What follows belongs to an exercise in optimizing a design on an open flow for small area, a short achievable clock period and few clock cycles; a production flow would make more cautious choices. The RTL was checked by simulation tests, not by an equivalence proof against the original design. No activity file was given, so power comes from the tool's default toggle rates.

==> flow/design.v <==
`timescale 1ns / 1ps
module  RV32core(
        input clk,                   
        input rst,                   
        output[29:0] imem_addr,      
        input [31:0] imem_data,      
        output[29:0] dmem_addr,      
        output       dmem_we,        
        output[3:0]  dmem_wstrb,     
        output[31:0] dmem_wdata,     
        input [31:0] dmem_rdata      
	);
    reg [29:0] pc;                   
    reg        d_valid;              
    reg [31:0] d_inst;
    reg [29:0] d_pc;
    reg        d_fp;                 
    reg        e_valid;              
    reg [31:0] e_a, e_b, e_c;        
    reg [1:0]  e_fa, e_fb, e_fc;     
    reg [4:0]  e_sh;                 
    reg [1:0]  e_fs;                 
    reg [4:0]  e_rd;
    reg        e_wr;                 
    reg [2:0]  e_f3;                 
    reg [2:0]  e_sz;                 
    reg        e_sub;                
    reg        e_sra;                
    reg        e_sgn;                
    reg        e_br, e_pred, e_jalr, e_link, e_load, e_store;
    reg [31:0] m_res;                
    reg [31:0] m_wdata;
    reg [3:0]  m_wstrb;
    reg        m_we;
    reg [4:0]  m_rd;
    reg        m_wr, m_load;
    reg [2:0]  m_f3;
    reg [31:0] w_val;                
    reg [4:0]  w_rd;
    reg        w_wr;
    reg [31:1] rf_v;                 
    reg [31:0] rf [1:31];
    wire [4:0] d_rs1 = d_inst[19:15];
    wire [4:0] d_rs2 = d_inst[24:20];
    reg [31:0] rf_r1, rf_r2;
    integer i;
    always @* begin
        rf_r1 = 32'd0;
        rf_r2 = 32'd0;
        for (i = 1; i < 32; i = i + 1) begin
            rf_r1 = rf_r1 | ({32{d_rs1 == i[4:0] && rf_v[i]}} & rf[i]);
            rf_r2 = rf_r2 | ({32{d_rs2 == i[4:0] && rf_v[i]}} & rf[i]);
        end
    end
    genvar g;
    generate
        for (g = 1; g < 32; g = g + 1) begin : RF
            always @(posedge clk)
                if (w_wr && w_rd == g) rf[g] <= w_val;
        end
    endgenerate
    always @(posedge clk or posedge rst)
        if (rst) rf_v <= 31'd0;
        else if (w_wr) rf_v <= rf_v | (31'd1 << (w_rd - 5'd1));
    wire [6:0] op = d_inst[6:0];
    wire [2:0] f3 = d_inst[14:12];
    wire [4:0] rd = d_inst[11:7];
    wire is_lui   = op[6:2] == 5'b01101;
    wire is_auipc = op[6:2] == 5'b00101;
    wire is_jal   = op[6:2] == 5'b11011;
    wire is_jalr  = op[6:2] == 5'b11001;
    wire is_br    = op[6:2] == 5'b11000;
    wire is_load  = op[6:2] == 5'b00000;
    wire is_store = op[6:2] == 5'b01000;
    wire is_opi   = op[6:2] == 5'b00100;
    wire is_op    = op[6:2] == 5'b01100;
    wire use1 = ~(is_lui | is_auipc | is_jal);
    wire use2 = is_op | is_br | is_store;
    wire is_shift = (is_op | is_opi) & f3[1:0] == 2'b01;
    wire wr   = ~(is_br | is_store) & (rd != 5'd0);
    wire [31:0] imm_i = {{20{d_inst[31]}}, d_inst[31:20]};
    wire [31:0] imm_s = {{20{d_inst[31]}}, d_inst[31:25], d_inst[11:7]};
    wire [31:0] imm_b = {{20{d_inst[31]}}, d_inst[7], d_inst[30:25], d_inst[11:8], 1'b0};
    wire [31:0] imm_u = {d_inst[31:12], 12'b0};
    wire [31:0] imm_j = {{12{d_inst[31]}}, d_inst[19:12], d_inst[20], d_inst[30:21], 1'b0};
    wire [31:0] imm_pc = is_br ? imm_b : is_jal ? imm_j : imm_u;
    wire [29:0] d_tgt  = d_pc + imm_pc[31:2];
    wire [29:0] d_pc1  = d_pc + 30'd1;
    wire bpred = is_br & d_fp;               
    wire pred  = is_jal | bpred;
    wire [29:0] d_jtgt = d_pc + imm_j[31:2];
    wire byp1 = w_wr && w_rd == d_rs1;
    wire byp2 = w_wr && w_rd == d_rs2;
    wire [31:0] rs1v = byp1 ? w_val : rf_r1;
    wire [31:0] rs2v = byp2 ? w_val : rf_r2;
    wire f1m = e_valid && e_wr && e_rd == d_rs1;
    wire f1w = m_wr && m_rd == d_rs1;
    wire f2m = e_valid && e_wr && e_rd == d_rs2;
    wire f2w = m_wr && m_rd == d_rs2;
    wire stall = d_valid && e_valid && e_load && e_wr &&
                 ((use1 && e_rd == d_rs1) || (use2 && e_rd == d_rs2));
    wire [31:0] A = e_fa[0] ? m_res : e_fa[1] ? w_val : e_a;
    wire [31:0] B = e_fb[0] ? m_res : e_fb[1] ? w_val : e_b;
    wire [31:0] C = e_fc[0] ? m_res : e_fc[1] ? w_val : e_c;
    wire [4:0]  S = e_fs[0] ? m_res[4:0] : e_fs[1] ? w_val[4:0] : e_sh;
    wire [31:0] Bx  = B ^ {32{e_sub}};
    wire [32:0] sum = {1'b0, A} + {1'b0, Bx} + {32'd0, e_sub};
    wire        eq  = A == B;
    wire        lt  = {A[31] ^ e_sgn, A[30:0]} < {B[31] ^ e_sgn, B[30:0]};
    wire        shl = ~e_f3[2];
    wire [31:0] A_rev;
    generate
        for (g = 0; g < 32; g = g + 1) begin : REV_A
            assign A_rev[g] = A[31 - g];
        end
    endgenerate
    wire [31:0] sh_in = shl ? A_rev : A;
    wire        sh_f  = e_sra & ~shl & A[31];
    wire [31:0] sh_1  = S[0] ? {sh_f,        sh_in[31:1]} : sh_in;
    wire [31:0] sh_2  = S[1] ? {{2{sh_f}},  sh_1[31:2]}  : sh_1;
    wire [31:0] sh_4  = S[2] ? {{4{sh_f}},  sh_2[31:4]}  : sh_2;
    wire [31:0] sh_8  = S[3] ? {{8{sh_f}},  sh_4[31:8]}  : sh_4;
    wire [31:0] sh_r  = S[4] ? {{16{sh_f}}, sh_8[31:16]} : sh_8;
    wire [31:0] sh_out;
    generate
        for (g = 0; g < 32; g = g + 1) begin : REV_S
            assign sh_out[g] = shl ? sh_r[31 - g] : sh_r[g];
        end
    endgenerate
    reg [31:0] alu;
    always @* begin
        case (e_f3)
            3'b000: alu = sum[31:0];
            3'b001: alu = sh_out;
            3'b010: alu = {31'd0, lt};
            3'b011: alu = {31'd0, lt};
            3'b100: alu = A ^ B;
            3'b101: alu = sh_out;
            3'b110: alu = A | B;
            default: alu = A & B;
        endcase
    end
    wire [31:0] e_res = e_link ? C : alu;
    wire taken = (e_f3[2] ? lt : eq) ^ e_f3[0];
    wire        redirect = e_valid && (e_jalr || (e_br && (taken != e_pred)));
    wire [29:0] e_tgt    = e_jalr ? sum[31:2] : C[31:2];
    wire [1:0] ea = sum[1:0];
    wire [3:0] st_strb = e_sz[1:0] == 2'b00 ? (4'b0001 << ea) :
                         e_sz[1:0] == 2'b01 ? (ea[1] ? 4'b1100 : 4'b0011) : 4'b1111;
    wire [31:0] st_data = e_sz[1:0] == 2'b00 ? {4{C[7:0]}} :
                          e_sz[1:0] == 2'b01 ? {2{C[15:0]}} : C;
    wire [1:0]  mo = m_res[1:0];
    wire [7:0]  ld_b = mo[1] ? (mo[0] ? dmem_rdata[31:24] : dmem_rdata[23:16])
                             : (mo[0] ? dmem_rdata[15:8]  : dmem_rdata[7:0]);
    wire [15:0] ld_h = mo[1] ? dmem_rdata[31:16] : dmem_rdata[15:0];
    wire [31:0] ld   = m_f3[1:0] == 2'b00 ? {{24{~m_f3[2] & ld_b[7]}}, ld_b} :
                       m_f3[1:0] == 2'b01 ? {{16{~m_f3[2] & ld_h[15]}}, ld_h} : dmem_rdata;
    assign imem_addr  = pc;
    assign dmem_addr  = m_res[31:2];
    assign dmem_we    = m_we;
    assign dmem_wstrb = m_wstrb;
    assign dmem_wdata = m_wdata;
    wire d_redirect = d_valid && is_jal && !stall;
    wire        f_bb   = imem_data[6:0] == 7'b1100011 && imem_data[31] &&
                         imem_data[7] && imem_data[30:27] == 4'b1111;
    wire [4:0]  f_off  = {imem_data[26:25], imem_data[11:9]};
    wire [5:0]  f_lo   = {1'b0, pc[4:0]} + {1'b0, f_off};
    wire [24:0] pc_hm1 = pc[29:5] - 25'd1;
    wire        f_fp   = f_bb;
    wire [29:0] f_tgt  = {f_lo[5] ? pc[29:5] : pc_hm1, f_lo[4:0]};
    wire [29:0] pc_nb  = redirect ? e_tgt : stall ? pc : d_redirect ? d_jtgt : pc + 30'd1;
    wire        f_take = f_fp && !redirect && !stall && !d_redirect;
    always @(posedge clk or posedge rst) begin
        if (rst) begin
            pc      <= 30'd0;
            d_valid <= 1'b0;
            e_valid <= 1'b0;
            m_we    <= 1'b0;
            m_wr    <= 1'b0;
            w_wr    <= 1'b0;
        end else begin
            pc      <= f_take ? f_tgt : pc_nb;
            d_valid <= !(redirect || d_redirect) && (stall ? d_valid : 1'b1);
            e_valid <= d_valid && !stall && !redirect;
            m_we    <= e_valid && e_store;
            m_wr    <= e_valid && e_wr;
            w_wr    <= m_wr;
        end
    end
    always @(posedge clk) begin
        if (!stall) begin
            d_inst <= imem_data;
            d_pc   <= pc;
            d_fp   <= f_fp;
        end
        e_a   <= (is_lui | is_auipc | is_jal) ? 32'd0 : rs1v;
        e_b   <= is_op | is_br ? rs2v :
                 is_store      ? imm_s :
                 is_lui        ? imm_u :
                 is_auipc      ? {d_tgt, 2'b00} : imm_i;
        e_c   <= is_store ? rs2v :
                 is_br    ? {(bpred ? d_pc1 : d_tgt), 2'b00} : {d_pc1, 2'b00};
        e_fa  <= {f1w & ~f1m & use1, f1m & use1};
        e_fb  <= {f2w & ~f2m & (is_op | is_br), f2m & (is_op | is_br)};
        e_fc  <= {f2w & ~f2m & is_store, f2m & is_store};
        e_sh  <= !is_shift ? 5'd0 : is_op ? rs2v[4:0] : d_inst[24:20];
        e_fs  <= {f2w & ~f2m & is_op & is_shift, f2m & is_op & is_shift};
        e_rd  <= rd;
        e_wr  <= wr;
        e_f3  <= (is_op | is_opi | is_br) ? f3 : 3'b000;
        e_sz  <= f3;
        e_sub <= is_op & d_inst[30] & f3 == 3'b000;
        e_sgn <= is_br ? ~f3[1] : ~f3[0];
        e_sra <= d_inst[30];
        e_br  <= is_br;
        e_pred <= pred;
        e_jalr <= is_jalr;
        e_link <= is_jal | is_jalr;
        e_load <= is_load;
        e_store <= is_store;
        m_res   <= e_res;
        m_wdata <= st_data;
        m_wstrb <= st_strb;
        m_rd    <= e_rd;
        m_load  <= e_load;
        m_f3    <= e_sz;
        w_val <= m_load ? ld : m_res;
        w_rd  <= m_rd;
    end
endmodule
export LEC_CHECK = 0
export CAP_MARGIN = 20
export CORE_MARGIN = 2
export CORE_UTILIZATION = 55
export CTS_CLUSTER_DIAMETER = 120
export CTS_CLUSTER_SIZE = 24
export SLEW_MARGIN = 20
create_clock -name core_clock -period 13.0 [get_ports {clk}]
standard.sh (not shown) runs the stock make flow with config.mk's settings and CLKGATE_MAP_FILE= SYNTH_SCRIPT=/design/flow/synth_recipe.tcl, a recipe that flattens the netlist after the stock synthesis.
==> flow/flow/run.sh <==
#!/bin/bash
set -euo pipefail
bash standard.sh SETUP_SLACK_MARGIN=9.4 TNS_END_PERCENT=20 \
    "BUFFER_PORTS_ARGS=-buffer_cell sky130_fd_sc_hd__buf_4" \
    finish > standard_flow.log 2>&1
Testbench counts at the start, summed over its fixed seeds: cycles 99,919.
Then changed:
--- a/flow/design.v
+++ b/flow/design.v
@@ -16,11 +16,11 @@
     reg [29:0] d_pc;
     reg        d_fp;                 
     reg        e_valid;              
     reg [31:0] e_a, e_b, e_c;        
-    reg [1:0]  e_fa, e_fb, e_fc;     
+    reg        e_fa, e_fb, e_fc;     
     reg [4:0]  e_sh;                 
-    reg [1:0]  e_fs;                 
+    reg        e_fs;                 
     reg [4:0]  e_rd;
     reg        e_wr;                 
     reg [2:0]  e_f3;                 
     reg [2:0]  e_sz;                 
@@ -34,11 +34,9 @@
     reg        m_we;
     reg [4:0]  m_rd;
     reg        m_wr, m_load;
     reg [2:0]  m_f3;
-    reg [31:0] w_val;                
-    reg [4:0]  w_rd;
-    reg        w_wr;
+    wire [31:0] wb_val;              
     reg [31:1] rf_v;                 
     reg [31:0] rf [1:31];
     wire [4:0] d_rs1 = d_inst[19:15];
     wire [4:0] d_rs2 = d_inst[24:20];
@@ -55,14 +53,14 @@
     genvar g;
     generate
         for (g = 1; g < 32; g = g + 1) begin : RF
             always @(posedge clk)
-                if (w_wr && w_rd == g) rf[g] <= w_val;
+                if (m_wr && m_rd == g) rf[g] <= wb_val;
         end
     endgenerate
     always @(posedge clk or posedge rst)
         if (rst) rf_v <= 31'd0;
-        else if (w_wr) rf_v <= rf_v | (31'd1 << (w_rd - 5'd1));
+        else if (m_wr) rf_v <= rf_v | (31'd1 << (m_rd - 5'd1));
     wire [6:0] op = d_inst[6:0];
     wire [2:0] f3 = d_inst[14:12];
     wire [4:0] rd = d_inst[11:7];
     wire is_lui   = op[6:2] == 5'b01101;
@@ -88,22 +86,20 @@
     wire [29:0] d_pc1  = d_pc + 30'd1;
     wire bpred = is_br & d_fp;               
     wire pred  = is_jal | bpred;
     wire [29:0] d_jtgt = d_pc + imm_j[31:2];
-    wire byp1 = w_wr && w_rd == d_rs1;
-    wire byp2 = w_wr && w_rd == d_rs2;
-    wire [31:0] rs1v = byp1 ? w_val : rf_r1;
-    wire [31:0] rs2v = byp2 ? w_val : rf_r2;
+    wire byp1 = m_wr && m_rd == d_rs1;
+    wire byp2 = m_wr && m_rd == d_rs2;
+    wire [31:0] rs1v = byp1 ? wb_val : rf_r1;
+    wire [31:0] rs2v = byp2 ? wb_val : rf_r2;
     wire f1m = e_valid && e_wr && e_rd == d_rs1;
-    wire f1w = m_wr && m_rd == d_rs1;
     wire f2m = e_valid && e_wr && e_rd == d_rs2;
-    wire f2w = m_wr && m_rd == d_rs2;
     wire stall = d_valid && e_valid && e_load && e_wr &&
                  ((use1 && e_rd == d_rs1) || (use2 && e_rd == d_rs2));
-    wire [31:0] A = e_fa[0] ? m_res : e_fa[1] ? w_val : e_a;
-    wire [31:0] B = e_fb[0] ? m_res : e_fb[1] ? w_val : e_b;
-    wire [31:0] C = e_fc[0] ? m_res : e_fc[1] ? w_val : e_c;
-    wire [4:0]  S = e_fs[0] ? m_res[4:0] : e_fs[1] ? w_val[4:0] : e_sh;
+    wire [31:0] A = e_fa ? m_res : e_a;
+    wire [31:0] B = e_fb ? m_res : e_b;
+    wire [31:0] C = e_fc ? m_res : e_c;
+    wire [4:0]  S = e_fs ? m_res[4:0] : e_sh;
     wire [31:0] Bx  = B ^ {32{e_sub}};
     wire [32:0] sum = {1'b0, A} + {1'b0, Bx} + {32'd0, e_sub};
     wire        eq  = A == B;
     wire        lt  = {A[31] ^ e_sgn, A[30:0]} < {B[31] ^ e_sgn, B[30:0]};
@@ -154,8 +150,9 @@
                              : (mo[0] ? dmem_rdata[15:8]  : dmem_rdata[7:0]);
     wire [15:0] ld_h = mo[1] ? dmem_rdata[31:16] : dmem_rdata[15:0];
     wire [31:0] ld   = m_f3[1:0] == 2'b00 ? {{24{~m_f3[2] & ld_b[7]}}, ld_b} :
                        m_f3[1:0] == 2'b01 ? {{16{~m_f3[2] & ld_h[15]}}, ld_h} : dmem_rdata;
+    assign wb_val     = m_load ? ld : m_res;
     assign imem_addr  = pc;
     assign dmem_addr  = m_res[31:2];
     assign dmem_we    = m_we;
     assign dmem_wstrb = m_wstrb;
@@ -176,16 +173,14 @@
             d_valid <= 1'b0;
             e_valid <= 1'b0;
             m_we    <= 1'b0;
             m_wr    <= 1'b0;
-            w_wr    <= 1'b0;
         end else begin
             pc      <= f_take ? f_tgt : pc_nb;
             d_valid <= !(redirect || d_redirect) && (stall ? d_valid : 1'b1);
             e_valid <= d_valid && !stall && !redirect;
             m_we    <= e_valid && e_store;
             m_wr    <= e_valid && e_wr;
-            w_wr    <= m_wr;
         end
     end
     always @(posedge clk) begin
         if (!stall) begin
@@ -199,13 +194,13 @@
                  is_lui        ? imm_u :
                  is_auipc      ? {d_tgt, 2'b00} : imm_i;
         e_c   <= is_store ? rs2v :
                  is_br    ? {(bpred ? d_pc1 : d_tgt), 2'b00} : {d_pc1, 2'b00};
-        e_fa  <= {f1w & ~f1m & use1, f1m & use1};
-        e_fb  <= {f2w & ~f2m & (is_op | is_br), f2m & (is_op | is_br)};
-        e_fc  <= {f2w & ~f2m & is_store, f2m & is_store};
+        e_fa  <= f1m & use1;
+        e_fb  <= f2m & (is_op | is_br);
+        e_fc  <= f2m & is_store;
         e_sh  <= !is_shift ? 5'd0 : is_op ? rs2v[4:0] : d_inst[24:20];
-        e_fs  <= {f2w & ~f2m & is_op & is_shift, f2m & is_op & is_shift};
+        e_fs  <= f2m & is_op & is_shift;
         e_rd  <= rd;
         e_wr  <= wr;
         e_f3  <= (is_op | is_opi | is_br) ? f3 : 3'b000;
         e_sz  <= f3;
@@ -223,8 +218,6 @@
         m_wstrb <= st_strb;
         m_rd    <= e_rd;
         m_load  <= e_load;
         m_f3    <= e_sz;
-        w_val <= m_load ? ld : m_res;
-        w_rd  <= m_rd;
     end
 endmodule
What happened:
- The new run completed with no timing, DRC or antenna violations
- worst setup slack is better by 0.051 ns
- register-to-register slack is better by 0.05 ns
- combinational power grows by roughly a tenth
- clock skew shrinks by 0.0093 ns
- total power grows slightly
- flip-flop and latch count shrinks by 42
- synthesized cell count shrinks by a few percent
- sequential power shrinks by a few percent
- fmax grows slightly
- clock-buffer cell count shrinks by 7
- design area grows slightly
- cell count shrinks slightly
Testbench counts after the change, summed over its fixed seeds: cycles 99,919.

## port drivers added, routing unchanged
The results above use ideal ports. As a check the final layouts listed here were re-extracted and re-timed, cells and wires unchanged.
Step 1 assumes that a clkbuf_16 drives the clock port and a buf_2 every other input.
Step 2 times the ports against the registers' clock, not the clock port: input delays grow and output delays shrink by t, the midpoint of the rising clock arrivals with the driver on.
Three values: ideal ports, drivers, drivers and shift; two values: the first two.
run	shift t [ns]	setup WS [ns]	hold WS [ns]	worst setup path after step 2
the first run	0.832	8.639 / 8.639 / 8.110	0.342 / 0.342 / 0.342	input to register
the second run	0.779	8.690 / 8.690 / 8.013	0.341 / 0.341 / 0.341	input to register
After both steps every run listed still meets setup and hold. For the second run, which loses most, drivers alone change the setup slack by 0.000 ns; drivers and shift together by -0.677 ns.
